Context: an optimization exercise on an open-source flow, tuned for small area, a short achievable clock period and few clock cycles per item. The choices shown serve that exercise and are no tape-out recipe. The RTL was checked by simulation tests, not by an equivalence proof against the original design.

File: design/flow/run.sh
#!/bin/bash
# synth_recipe.tcl (not shown) runs the flow's synth.tcl, then flattens the netlist and writes it again
# the make line also repeats each setting of config.mk as NAME=value (left out here)
make -C /OpenROAD-flow-scripts/flow DESIGN_CONFIG=/design/flow/config.mk WORK_HOME=/design/flow/orfs CLKGATE_MAP_FILE= SYNTH_SCRIPT=/design/flow/synth_recipe.tcl finish
File: design/flow/constraint.sdc
create_clock -name core_clock -period 6.5 [get_ports {clk}]
set_input_delay 1.3000 -clock core_clock [delete_from_list [all_inputs] [get_ports {clk}]]
set_output_delay 1.3000 -clock core_clock [all_outputs]
set_load 0.01 [all_outputs]
File: design/flow/design.v
module uint_div #(parameter WIDTH=32)
( 
    input                  clk, resetn,
    input                  start,     
    output                 idle,       
    output reg             dbz,  
    input      [WIDTH-1:0] A,    
    input      [WIDTH-1:0] B,    
    output reg [WIDTH-1:0] RESULT,  
    output reg [WIDTH-1:0] remainder
);
reg fsm_state;
assign idle = (fsm_state == 0 && start == 0);
reg [WIDTH-1:0]         b1;             
reg [WIDTH-1:0]         quo, quo_next;  
reg [WIDTH:0]           acc, acc_next;    
reg [$clog2(WIDTH)-1:0] i;      
always @* begin
    if (acc >= {1'b0, b1}) begin
        acc_next = acc - b1;
        {acc_next, quo_next} = {acc_next[WIDTH-1:0], quo, 1'b1};
    end else begin
        {acc_next, quo_next} = {acc, quo} << 1;
    end
end
always @(posedge clk) begin
    if (resetn == 0) begin
        fsm_state <= 0;
    end else case(fsm_state)
    0:  if (start) begin
            if (B == 0)
                dbz <= 1;
            else begin
                i          <= 0;
                dbz        <= 0;
                b1         <= B;
                {acc, quo} <= {{WIDTH{1'b0}}, A, 1'b0};  
                fsm_state  <= 1;
            end
        end
    1: if (i < WIDTH-1) begin
            i         <= i + 1;
            acc       <= acc_next;
            quo       <= quo_next;
        end else begin
            RESULT    <= quo_next;
            remainder <= acc_next[WIDTH:1];   
            fsm_state <= 0;
        end 
    endcase
end
endmodule
module si570_math
(
    input             clk, resetn,
    input      [47:0] old_si570_regs,
    output     [47:0] new_si570_regs,
    output reg [31:0] fxtal,
    input             start,
    output            idle
);
localparam IB = 40;
localparam FB = 28;
localparam TB = IB + FB;
localparam DB = IB + FB + FB;
localparam[TB-1:0] OLD_FREQ = 156250000;
localparam[TB-1:0] NEW_FREQ = 322265625;
reg          div_start;
reg [DB-1:0] div_A, div_B;
wire         div_idle;
wire[TB-1:0] div_RESULT;
wire[TB-1:0] div_REMAINDER;
wire         div_ROUND = (div_REMAINDER >= (div_B/2));
uint_div #(.WIDTH(DB)) i_uint_div
( 
    .clk        (clk),
    .resetn     (resetn),
    .start      (div_start),
    .idle       (div_idle),
    .A          (div_A),
    .B          (div_B),
    .RESULT     (div_RESULT),
    .remainder  (div_REMAINDER),
    .dbz        () 
);
reg[2:0] fsm_state;
wire[ 2:0] old_HS_DIV_reg;
wire[ 6:0] old_N1_reg;
wire[37:0] old_RFREQ;
assign {old_HS_DIV_reg, old_N1_reg, old_RFREQ} = old_si570_regs;
wire[ 3:0] old_HS_DIV = old_HS_DIV_reg + 4;
wire[ 7:0] old_N1     = old_N1_reg     + 1;
localparam[3:0] new_HS_DIV = 4;
localparam[7:0] new_N1     = 4;
localparam[2:0] new_HS_DIV_reg = new_HS_DIV - 4;
localparam[6:0] new_N1_reg     = new_N1      -1;
localparam[12:0] new_HS_DIVxN1 = new_HS_DIV * new_N1;
localparam[TB-1:0] new_fdco = (NEW_FREQ * new_HS_DIVxN1) << FB;
reg[TB-1:0] old_fdco;
reg[37:0] new_RFREQ;
reg[12:0] old_HS_DIVxN1;
assign new_si570_regs = {new_HS_DIV_reg, new_N1_reg, new_RFREQ};
assign idle = (fsm_state == 0 && start == 0); 
always @(posedge clk) begin
    div_start <= 0;
    if (resetn == 0) begin
        fsm_state <= 0;
        div_start <= 0;
    end else case (fsm_state)
        0:  if (start) begin
                old_HS_DIVxN1 <= old_HS_DIV * old_N1;
                fsm_state     <= fsm_state + 1;
            end
        1:  begin
                old_fdco  <= (OLD_FREQ * old_HS_DIVxN1) << FB;
                fsm_state <= fsm_state + 1;
            end
        2:  begin
                div_A     <= old_fdco << FB;
                div_B     <= old_RFREQ;
                div_start <= 1;
                fsm_state <= fsm_state + 1;
            end
        3:  if (div_idle) begin
                fxtal     <= (div_RESULT >> FB);
                div_A     <= new_fdco << FB;
                div_B     <= div_RESULT;
                div_start <= 1;
                fsm_state <= fsm_state + 1;
            end
        4:  if (div_idle) begin
                new_RFREQ <= div_RESULT + div_ROUND;
                fsm_state <= 0;
            end
    endcase
end
endmodule
File: design/flow/config.mk
export PLATFORM = sky130hd
export DESIGN_NAME = si570_math
export DESIGN_NICKNAME = si570_math
export VERILOG_FILES = /design/flow/design.v
export SDC_FILE = /design/flow/constraint.sdc
export NUM_CORES = 4
export LEC_CHECK = 0
export CAP_MARGIN = 20
export CORE_MARGIN = 2
export CORE_UTILIZATION = 40
export SLEW_MARGIN = 20
==> results of run 1 <==
cell usage after synthesis, types with 7 or more instances:
cell type	count	share of area [%]
edfxtp_1	626	53
inv_1	304	3.2
ha_1	282	10
a21oi_1	193	2.7
nor2_1	188	2.0
and2_1	166	2.9
nand2_1	141	1.5
xnor2_1	97	2.4
o21ai_0	95	1.3
clkbuf_1	84	0.89
mux2_2	79	2.5
fa_1	67	3.8
nand4_1	63	1.1
xor2_1	62	1.5
a21o_1	57	1.2
nor2b_1	50	0.88
nand3_1	38	0.54
nor4_1	37	0.65
nor3_1	29	0.41
nand2b_1	27	0.48
o21a_1	27	0.57
o21bai_1	24	0.51
or3_1	23	0.41
or2_2	20	0.35
a31oi_1	16	0.28
and3_1	16	0.28
buf_2	16	0.23
a211oi_1	14	0.30
buf_4	10	0.21
o31ai_1	10	0.21
o211a_1	8	0.23
o211ai_1	8	0.17
or4_1	8	0.17
mux2i_1	7	0.20
per-stage QoR:
step | util [%] | hold slack (ns) | instance area, um2 | cells
after floorplan | - | 0.418 | 35400 | 2998
after detailed placement | 43.0 | 0.426 | 37800 | 4187
after global placement | 42.9 | 0.423 | 37800 | 4187
after CTS | 45.7 | 0.424 | 40200 | 4321
after global routing | 45.8 | 0.427 | 40300 | 4323
final | 45.8 | 0.422 | 40300 | 4323
worst min-delay path by stage:
stage | cells past startpoint | to | from | slack [ns]
6_report | 0 | fxtal[13] | i_uint_div.RESULT[41] | 0.42
3_3_place_gp | 0 | fxtal[13] | i_uint_div.RESULT[41] | 0.42
5_1_grt | 0 | i_uint_div.RESULT[40] | i_uint_div.quo[39] | 0.43
3_5_place_dp | 0 | fxtal[11] | i_uint_div.RESULT[39] | 0.43
2_1_floorplan | 0 | fxtal[10] | i_uint_div.RESULT[38] | 0.42
4_1_cts | 0 | i_uint_div.RESULT[40] | i_uint_div.quo[39] | 0.42
sequential cells by signal, indices dropped and copies added, names as in the netlist, 7 cells and up:
register / cells
i_uint_div.quo: 96
i_uint_div.acc: 97
old_HS_DIVxN1: 12
div_A: 36
i_uint_div.i: 7
fxtal: 32
i_uint_div.RESULT: 68
old_fdco: 36
i_uint_div.remainder: 68
new_RFREQ: 38
i_uint_div.b1: 68
div_B: 68
cells by family (layout without fill, tap and decap cells):
| logic type | Yosys count | in the layout | share of synthesized area (%) |
|---|---|---|---|
| AND/OR/NAND/NOR | 829 | 829 | 12.3 |
| AO/OA/AOI/OAI | 513 | 513 | 9.10 |
| buffers and inverters | 421 | 581 | 4.69 |
| other | 2 | 10 | 0.0212 |
| adder cells (fa/ha/maj) | 349 | 349 | 13.8 |
| flip-flops | 631 | 631 | 53.5 |
| XOR/XNOR | 159 | 159 | 3.94 |
| multiplexers | 86 | 86 | 2.71 |
cell type report:
cell class	count	area [um2]
repair buffers	142	1450
inverters	305	1150
flip-flops and latches	631	18900
fillers	7990	47700
multi-input cells	1946	14900
clock inverters	53	552
well taps	1165	1460
clock buffers	81	1860
routing by layer:
layer	routed length, um	part of all wire [%]	GRT usage, %
met1	38100	46	25.4
met5	75	0.091	0
met2	38100	46	29.5
met4	2330	2.8	5.70
met3	4160	5.0	3.54
critical path, stage by stage (launching register included):
cell	delay, ns
edfxtp_1	0.54
fa_1	0.52
fa_1	0.52
fa_1	0.44
fa_1	0.55
inv_1	0.06
fa_1	0.52
inv_1	0.04
ha_1	0.37
a21oi_1	0.17
o21ai_0	0.13
nand3_1	0.10
a21bo_2	0.26
o41ai_2	0.41
o21ai_0	0.28
o211ai_1	0.36
o221ai_1	0.18
a21oi_1	0.20
xnor2_1	0.08
==> results.sh, run 1 <==
export IMPL_run_status="timing/DRC/antenna clean"
export IMPL_dr_first_iter_drc_count=1811
export IMPL_cts_tree="built"
export IMPL_regToRegSetupSlack_ns=0.51
export IMPL_layout_min_cycle_time_ns=5.99
export IMPL_final_hold_violation_count=0
export IMPL_antenna_found_initial=4
export IMPL_ctsHtreeMaxLevel=3
export IMPL_timing_reg2reg_worst_path_depth=18
export IMPL_wl_per_cell_um=19.1
export IMPL_netlist_instances=2990
export IMPL_postCtsResizedCells=0
export IMPL_placement_rows=109
export IMPL_ant_nets=0
export IMPL_setup_viol_count_final=0
export IMPL_timing_worst_setup_path_type="flip-flop to flip-flop"
export IMPL_p_r_area_growth_vs_syn_pct=13.9
export IMPL_syn_cell_area_mm2=0.0354
export IMPL_top_reg_cell_synth="edfxtp_1"
export IMPL_worst_ep_required_time_ns=6.85
export IMPL_clk_root_buffer_cell="clkbuf_16"
export IMPL_yosysSeqAreaShare_pct=53.5
export IMPL_diodes=0
export IMPL_layout_common_cells="626 x edfxtp_1, 304 x inv_1, 281 x ha_1, 193 x a21oi_1, 187 x nor2_1"
export IMPL_layout_commonest_cell="edfxtp_1"
export IMPL_detailed_place_hpwl_um=61100
export IMPL_clkTransAtPathRegs_ns=0.06
export IMPL_dieArea_mm2=0.0908
export IMPL_synth_area_per_cell_um2=11.8
export IMPL_final_max_slew_viol_count=0
export IMPL_drv_cap=0
export IMPL_fmax_mhz=167
export IMPL_max_slew_margin_pct=27.9
export IMPL_die_span_x_um=301
export IMPL_postCtsHoldBufs=0
export IMPL_clock_sink_count=631
export IMPL_first_global_vias=22800
export IMPL_fp_dieH_um=301
export IMPL_ys_types=76
export IMPL_synth_yosys_warnings=4
export IMPL_clock_insertion_delay_worst_skew_ns=0.62
export IMPL_synth_enable_flop_cells=626
export IMPL_asyncSetResetFlopFracSynth_pct=0
export IMPL_ys_seq_elements=631
export IMPL_hp_class="flip-flop to flip-flop"
export IMPL_crit_reg2reg_launch="old_HS_DIVxN1[4]"
export IMPL_post_cts_setup_buffers=0
export IMPL_fin_worst_skew_ns=0.0298
export IMPL_worst_r2r_endpoint="old_fdco[67]"
export IMPL_crit_fanout=7
export IMPL_route_detailed_vias_per_inst=5.20
export IMPL_io_buffers=121
export IMPL_initial_utilization_pct=40.2
export IMPL_timing_critical_path_arrival_ns=6.34
export IMPL_finalSetupTns_ns=0
export IMPL_io_pin_count=132
export IMPL_grt_pass1_wl_um=130000
export IMPL_startpoint_kind_of_the_worst_setup_timing_path="flip-flop"
export IMPL_drt_drc_violations_left=0
export IMPL_place_ws_ns=0.291
export IMPL_gp_routability_congestion=0.883
export IMPL_wl_um=82800
export IMPL_grt_setup_unrepaired="false"
export IMPL_worst_margin_slew_ns=1.08
export IMPL_design_core_area_mm2=0.0880
export IMPL_layout_worst_path_cycle_share_pct=92.1
export IMPL_routed_via_count=22500
export IMPL_critical_path_endpoint="old_fdco[67]"
export IMPL_element_type_at_the_critical_path_end="flip-flop"
export IMPL_finish_net_count=3498
export IMPL_setup_worst_path_start="old_HS_DIVxN1[4]"
export IMPL_cts_inserted_buffers=72
export IMPL_grt_start_max_net_pins=101
export IMPL_bufs_on_longest_clock_path=3
export IMPL_proportion_of_layout_cells_with_a_drive_suffix_above_1_pct=7.95
export IMPL_final_critical_path_setup_slack_ns=0.510
export IMPL_grt_overflow=0
export IMPL_gr_usage_all_layers_pct=18.5
export IMPL_drt_pass1_iterations=5
Testbench counts, summed over its fixed seeds: cycles 76,416, items 384.
==> inputs of run 2 (changes only) <==
==> design/flow/design.v (replaced) <==
module uint_div #(parameter WIDTH=38)
(
    input  [WIDTH-1:0] rem_in,      
    input              bit_in,      
    input  [WIDTH-1:0] div,         
    output [WIDTH-1:0] rem_out,     
    output             q            
);
wire [WIDTH:0]   a = {rem_in, bit_in};
wire [WIDTH+1:0] d = {1'b0, a} - {2'b0, div};
assign q       = ~d[WIDTH+1];
assign rem_out = q ? d[WIDTH-1:0] : a[WIDTH-1:0];
endmodule
module si570_math
(
    input             clk, resetn,
    input      [47:0] old_si570_regs,
    output     [47:0] new_si570_regs,
    output     [31:0] fxtal,
    input             start,
    output            idle
);
localparam S1 = 2;
localparam NI = 6;
localparam NF = 32;
localparam NC1 = (NI + NF) / S1;
localparam S2 = 3;
localparam NS2 = 42;
localparam NC2 = NS2 / S2;
wire[ 2:0] in_hs  = old_si570_regs[47:45];
wire[ 6:0] in_n1  = old_si570_regs[44:38];
wire[37:0] in_rf  = old_si570_regs[37:0];
function [27:0] d5p10(input [3:0] d);
    case (d)
        4'd0:  d5p10 = 28'd0;
        4'd1:  d5p10 = 28'd9765625;
        4'd2:  d5p10 = 28'd19531250;
        4'd3:  d5p10 = 28'd29296875;
        4'd4:  d5p10 = 28'd39062500;
        4'd5:  d5p10 = 28'd48828125;
        4'd6:  d5p10 = 28'd58593750;
        4'd7:  d5p10 = 28'd68359375;
        4'd8:  d5p10 = 28'd78125000;
        4'd9:  d5p10 = 28'd87890625;
        4'd10: d5p10 = 28'd97656250;
        4'd11: d5p10 = 28'd107421875;
        4'd12: d5p10 = 28'd117187500;
        4'd13: d5p10 = 28'd126953125;
        4'd14: d5p10 = 28'd136718750;
        default: d5p10 = 28'd146484375;
    endcase
endfunction
localparam ST_IDLE = 2'd0, ST_PREP = 2'd1, ST_HORN = 2'd2, ST_DIV = 2'd3;
reg [1:0]  state;
reg [4:0]  cnt1;         
reg [3:0]  cnt2;         
reg        hlast;        
reg [37:0] rf;           
reg [10:0] k;            
reg [37:0] p1;           
reg [NI-1:0] qi;         
reg [31:0] fq;           
reg [10:0] p2;           
reg [41:0] qd;           
assign fxtal          = fq;
assign new_si570_regs = {3'd0, 7'd3, qd[37:0]};
assign idle           = (state == ST_IDLE) & ~start;
wire [37:0] r1 [0:S1];
wire [S1-1:0] q1;
wire [NI-1:0] qi_sh = qi << S1;
assign r1[0] = p1;
genvar g;
generate for (g = 0; g < S1; g = g + 1) begin : g_div1
    uint_div #(.WIDTH(38)) u_step (
        .rem_in (r1[g]),
        .bit_in (qi[NI-1-g]),
        .div    (rf),
        .rem_out(r1[g+1]),
        .q      (q1[S1-1-g])
    );
end endgenerate
wire [10:0] r2 [0:S2];
wire [S2-1:0] q2;
assign r2[0] = p2;
generate for (g = 0; g < S2; g = g + 1) begin : g_div2
    uint_div #(.WIDTH(11)) u_step (
        .rem_in (r2[g]),
        .bit_in (qd[41-g]),
        .div    (k),
        .rem_out(r2[g+1]),
        .q      (q2[S2-1-g])
    );
end endgenerate
wire [43:0] e = {rf, 5'd0} + {6'd0, rf} + {34'd0, k[10:1]};
wire [3:0]  hdig  = (state == ST_PREP) ? ((k[10:8] != 0) ? {1'b0, k[10:8]} : k[7:4])
                                       : (hlast ? k[3:0] : k[7:4]);
wire [NI+37:0] acc  = {p1, qi};
wire [NI+37:0] hsum = (state == ST_PREP) ? {{(NI+10){1'b0}}, d5p10(hdig)}
                                         : {acc[NI+33:0], 4'd0} + {{(NI+10){1'b0}}, d5p10(hdig)};
always @(posedge clk) begin
    if (resetn == 0) begin
        state <= ST_IDLE;
    end else case (state)
        ST_IDLE: if (start) begin
            rf    <= in_rf;
            k     <= ({1'b0, in_hs} + 4'd4) * ({1'b0, in_n1} + 8'd1);
            state <= ST_PREP;
        end
        ST_PREP: begin
            {p2, qd}   <= {e[43:42], e[41:0]};
            cnt2       <= NC2 - 1;
            {p1, qi}   <= hsum;
            hlast      <= (k[10:8] == 0);
            state      <= ST_HORN;
        end
        ST_HORN: begin
            {p1, qi} <= hsum;
            hlast    <= 1'b1;
            cnt1     <= NC1 - 1;
            if (hlast) state <= ST_DIV;
        end
        ST_DIV: begin
            p1 <= r1[S1];
            qi <= qi_sh;
            fq <= {fq[31-S1:0], q1};
            cnt1 <= cnt1 - 1;
            if (cnt1 == 0) state <= ST_IDLE;
        end
    endcase
    if (resetn != 0 && (state == ST_HORN || state == ST_DIV) && cnt2 != 4'hF) begin
        p2   <= r2[S2];
        qd   <= {qd[41-S2:0], q2};
        cnt2 <= cnt2 - 1;
    end
end
endmodule
==> results.sh, run 2 <==
export IMPL_ant_nets=0
export IMPL_worst_margin_slew_ns=0.978
export IMPL_synth_xor_area_share_pct=7.14
export IMPL_grt_overflow=0
export IMPL_synth_enable_flop_cells=188
export IMPL_setup_viol_count_final=0
export IMPL_timing_worst_setup_path_type="flip-flop to flip-flop"
export IMPL_final_max_slew_viol_count=0
export IMPL_synth_yosys_warnings=1
export IMPL_finish_instance_area_mm2=0.0226
export IMPL_gp_routability_congestion=0.956
export IMPL_fp_dieH_um=224
export IMPL_hp_class="flip-flop to flip-flop"
export IMPL_startpoint_kind_of_the_worst_setup_timing_path="flip-flop"
export IMPL_drv_cap=0
export IMPL_dieArea_mm2=0.0502
export IMPL_ys_types=83
export IMPL_fmax_mhz=161
export IMPL_clock_insertion_delay_worst_skew_ns=0.50
export IMPL_ctsHtreeMaxLevel=4
export IMPL_detailed_place_hpwl_um=47100
export IMPL_bufs_on_longest_clock_path=2
export IMPL_most_frequently_used_cell_type_in_the_post_synthesis_netlist="ha_1"
export IMPL_asyncSetResetFlopFracSynth_pct=0
export IMPL_layout_common_cells="228 x ha_1, 216 x nand2_1, 200 x a21oi_1, 188 x edfxtp_1, 159 x o21ai_0"
export IMPL_synth_area_per_cell_um2=8.75
export IMPL_largest_reg_flops=42
export IMPL_cts_tree="built"
export IMPL_wl_per_cell_um=19.7
export IMPL_dr_first_iter_drc_count=1439
export IMPL_layout_min_cycle_time_ns=6.23
export IMPL_proportion_of_netlist_area_held_by_the_largest_area_contributor_pct=29.1
export IMPL_initial_utilization_pct=40.6
export IMPL_die_span_x_um=224
export IMPL_cts_inserted_buffers=17
export IMPL_cell_type_with_the_highest_aggregate_area_in_the_netlist="edfxtp_1"
export IMPL_finish_net_count=2672
export IMPL_io_buffers=121
export IMPL_final_hold_violation_count=0
export IMPL_clkTransAtPathRegs_ns=0.09
export IMPL_n_fill_cell=4538
export IMPL_grt_pass1_wl_um=90800
export IMPL_layout_commonest_cell="ha_1"
export IMPL_io_pin_count=132
export IMPL_synth_simple_area_share_pct=14.8
export IMPL_grt_setup_unrepaired="true"
export IMPL_element_type_at_the_critical_path_end="flip-flop"
export IMPL_diodes=0
export IMPL_placement_rows=80
export IMPL_clk_root_buffer_cell="clkbuf_16"
export IMPL_grt_start_max_net_pins=58
export IMPL_post_synth_main_area_contributors="edfxtp_1 29%, ha_1 15%, a21oi_1 5.3%"
export IMPL_syn_cell_area_mm2=0.0194
export IMPL_dp_cells=2958
export IMPL_design_core_area_mm2=0.0477
export IMPL_gr_usage_all_layers_pct=23.2
export IMPL_top_reg_cell_synth="edfxtp_1"
export IMPL_critical_path_max_stage_delay_ns=0.43
export IMPL_antenna_found_initial=0
export IMPL_run_status="timing/DRC/antenna clean"
export IMPL_register_area_mm2=0.00569
export IMPL_synth_compound_gate_area_share_pct=22.5
export IMPL_postCtsHoldBufs=0
export IMPL_multiInputGateArea_mm2=0.0129
export IMPL_drt_drc_violations_left=0
export IMPL_synth_mux_area_share_pct=3.34
export IMPL_dpl_instance_area_mm2=0.0217
export IMPL_ys_seq_elements=190
export IMPL_proportion_of_layout_cells_with_a_drive_suffix_above_1_pct=10.2
export IMPL_wl_um=59000
export IMPL_fin_worst_skew_ns=0.0152
export IMPL_drt_pass1_iterations=5
export IMPL_crit_fanout=6
export IMPL_timing_critical_path_slowest_stage_cell="o41ai_2"
export IMPL_regs_by_ff_count="qd: 42 flops, p1: 38 flops, rf: 38 flops"
export IMPL_clock_sink_count=190
export IMPL_timing_critical_path_arrival_ns=6.57
export IMPL_synth_top_family_by_area="compound AO/OA/AOI/OAI gates"
export IMPL_synth_top_cells_by_count="235 x ha_1, 218 x nand2_1, 205 x a21oi_1"
export IMPL_worst_ep_required_time_ns=6.84
export IMPL_stdcell_count=2996
export IMPL_yosysSeqAreaShare_pct=29.3
export IMPL_synth_adder_area_share_pct=17.0
export IMPL_p_r_area_growth_vs_syn_pct=16.6
export IMPL_route_detailed_vias_per_inst=5.77
export IMPL_max_flop_register="qd"
export IMPL_max_slew_margin_pct=33.1
export IMPL_routed_via_count=17300
export IMPL_first_global_vias=16300
export IMPL_layout_worst_path_cycle_share_pct=95.8
export IMPL_netlist_instances=2215
-- run 2: cell types whose count changed after synthesis, moves of 42 or more --
cell      before  now
o21ai_0       95  169
fa_1          67   18
inv_1        304  123
buf_4         10   52
edfxtp_1     626  188
and2_1       166   24
nand2_1      141  218
nand4_1       63   18
mux2_2        79   17
ha_1         282  235
-- run 2: stage by stage --
step           hold WS [ns]  setup TNS (ns)  util [%]  setup WS (ns)
5_1_grt               0.460          -0.735      47.4        -0.0893
3_5_place_dp          0.434           -1.43      45.4         -0.205
3_3_place_gp          0.426          -0.541      45.4         -0.118
4_1_cts               0.450               0      46.8         0.0117
2_1_floorplan         0.499               0         -        0.00669
6_report              0.439               0      47.4          0.274
-- run 2: worst max-delay path: cells and delay by family (launching register included) --
family,cells,cell delay (ns)
AOI/OAI and AO/OA,13,2.58
adders and majority gates,4,1.13
buffers and inverters,5,0.69
muxes,2,0.68
and+or+nand+nor,5,0.60
DFF,1,0.39
-- run 2: area by class of cell --
type	instances	share of cell area, %
repair buffers	245	9.71
inverters	128	2.13
clock buffers	17	1.88
clock inverters	15	0.869
flip-flops and latches	190	25.1
well taps	615	3.40
multi-input cells	1786	56.9
-- run 2: path summary, 6_finish.rpt --
kind | startpoint | endpoint | slack (ns) | depth (start not counted)
max | qd[41] | p2[1] | 0.27 | 29
min | fq[7] | fq[9] | 0.44 | 0
max reg2reg | qd[41] | p2[1] | 0.27 | 29
min reg2reg | fq[7] | fq[9] | 0.44 | 0
-- run 2: logic make-up after synthesis --
| logic type | after synthesis |
|---|---|
| buffers and inverters | 247 |
| XOR/XNOR | 158 |
| flip-flops | 190 |
| AND/OR/NAND/NOR | 618 |
| AO/OA/AOI/OAI | 685 |
| multiplexers | 62 |
| adder cells (fa/ha/maj) | 253 |
| other | 2 |
-- run 2: layer usage --
metal  routed length (um)  share of wire [%]  up-vias  GRT usage [%]
met2                26900                 46      497           37.3
met4                 1200                2.0        0           6.30
met3                 3090                5.2       68           3.16
li1                     -                  -     8422              -
met5                    0                  0        -              0
met1                27800                 47     8293           32.6
-- run 2: what timing repair did --
item	CTS	global route
pin swaps	1	23
buffers inserted	0	6
resized for setup	2	54
setup endpoints to repair	11	48
Testbench counts of run 2, summed over its fixed seeds: cycles 8,599, items 384.

-- re-timing with driven ports --
The flow's constraints put no driver on any port. The routed layouts listed below were extracted and timed again, unchanged, in two steps.
Step 1, drivers: a clkbuf_16 drives clk and a buf_2 each remaining input, both assumed.
Step 2 moves the port delays by t, midway between the first and last clock arrival at a register: inputs arrive t later, outputs are due t later. That takes back most of the time a late clock gives input paths.
Slacks: no drivers / after step 1 / after step 2; pairs: no drivers / after step 1.
run	shift t [ns]	setup slack, ns	cell pins on the clock port's net
run 1	0.669	0.510 / 0.510 / 0.510	1
run 2	0.554	0.274 / 0.274 / 0.274	1
After both steps setup and hold are still met in every run listed.
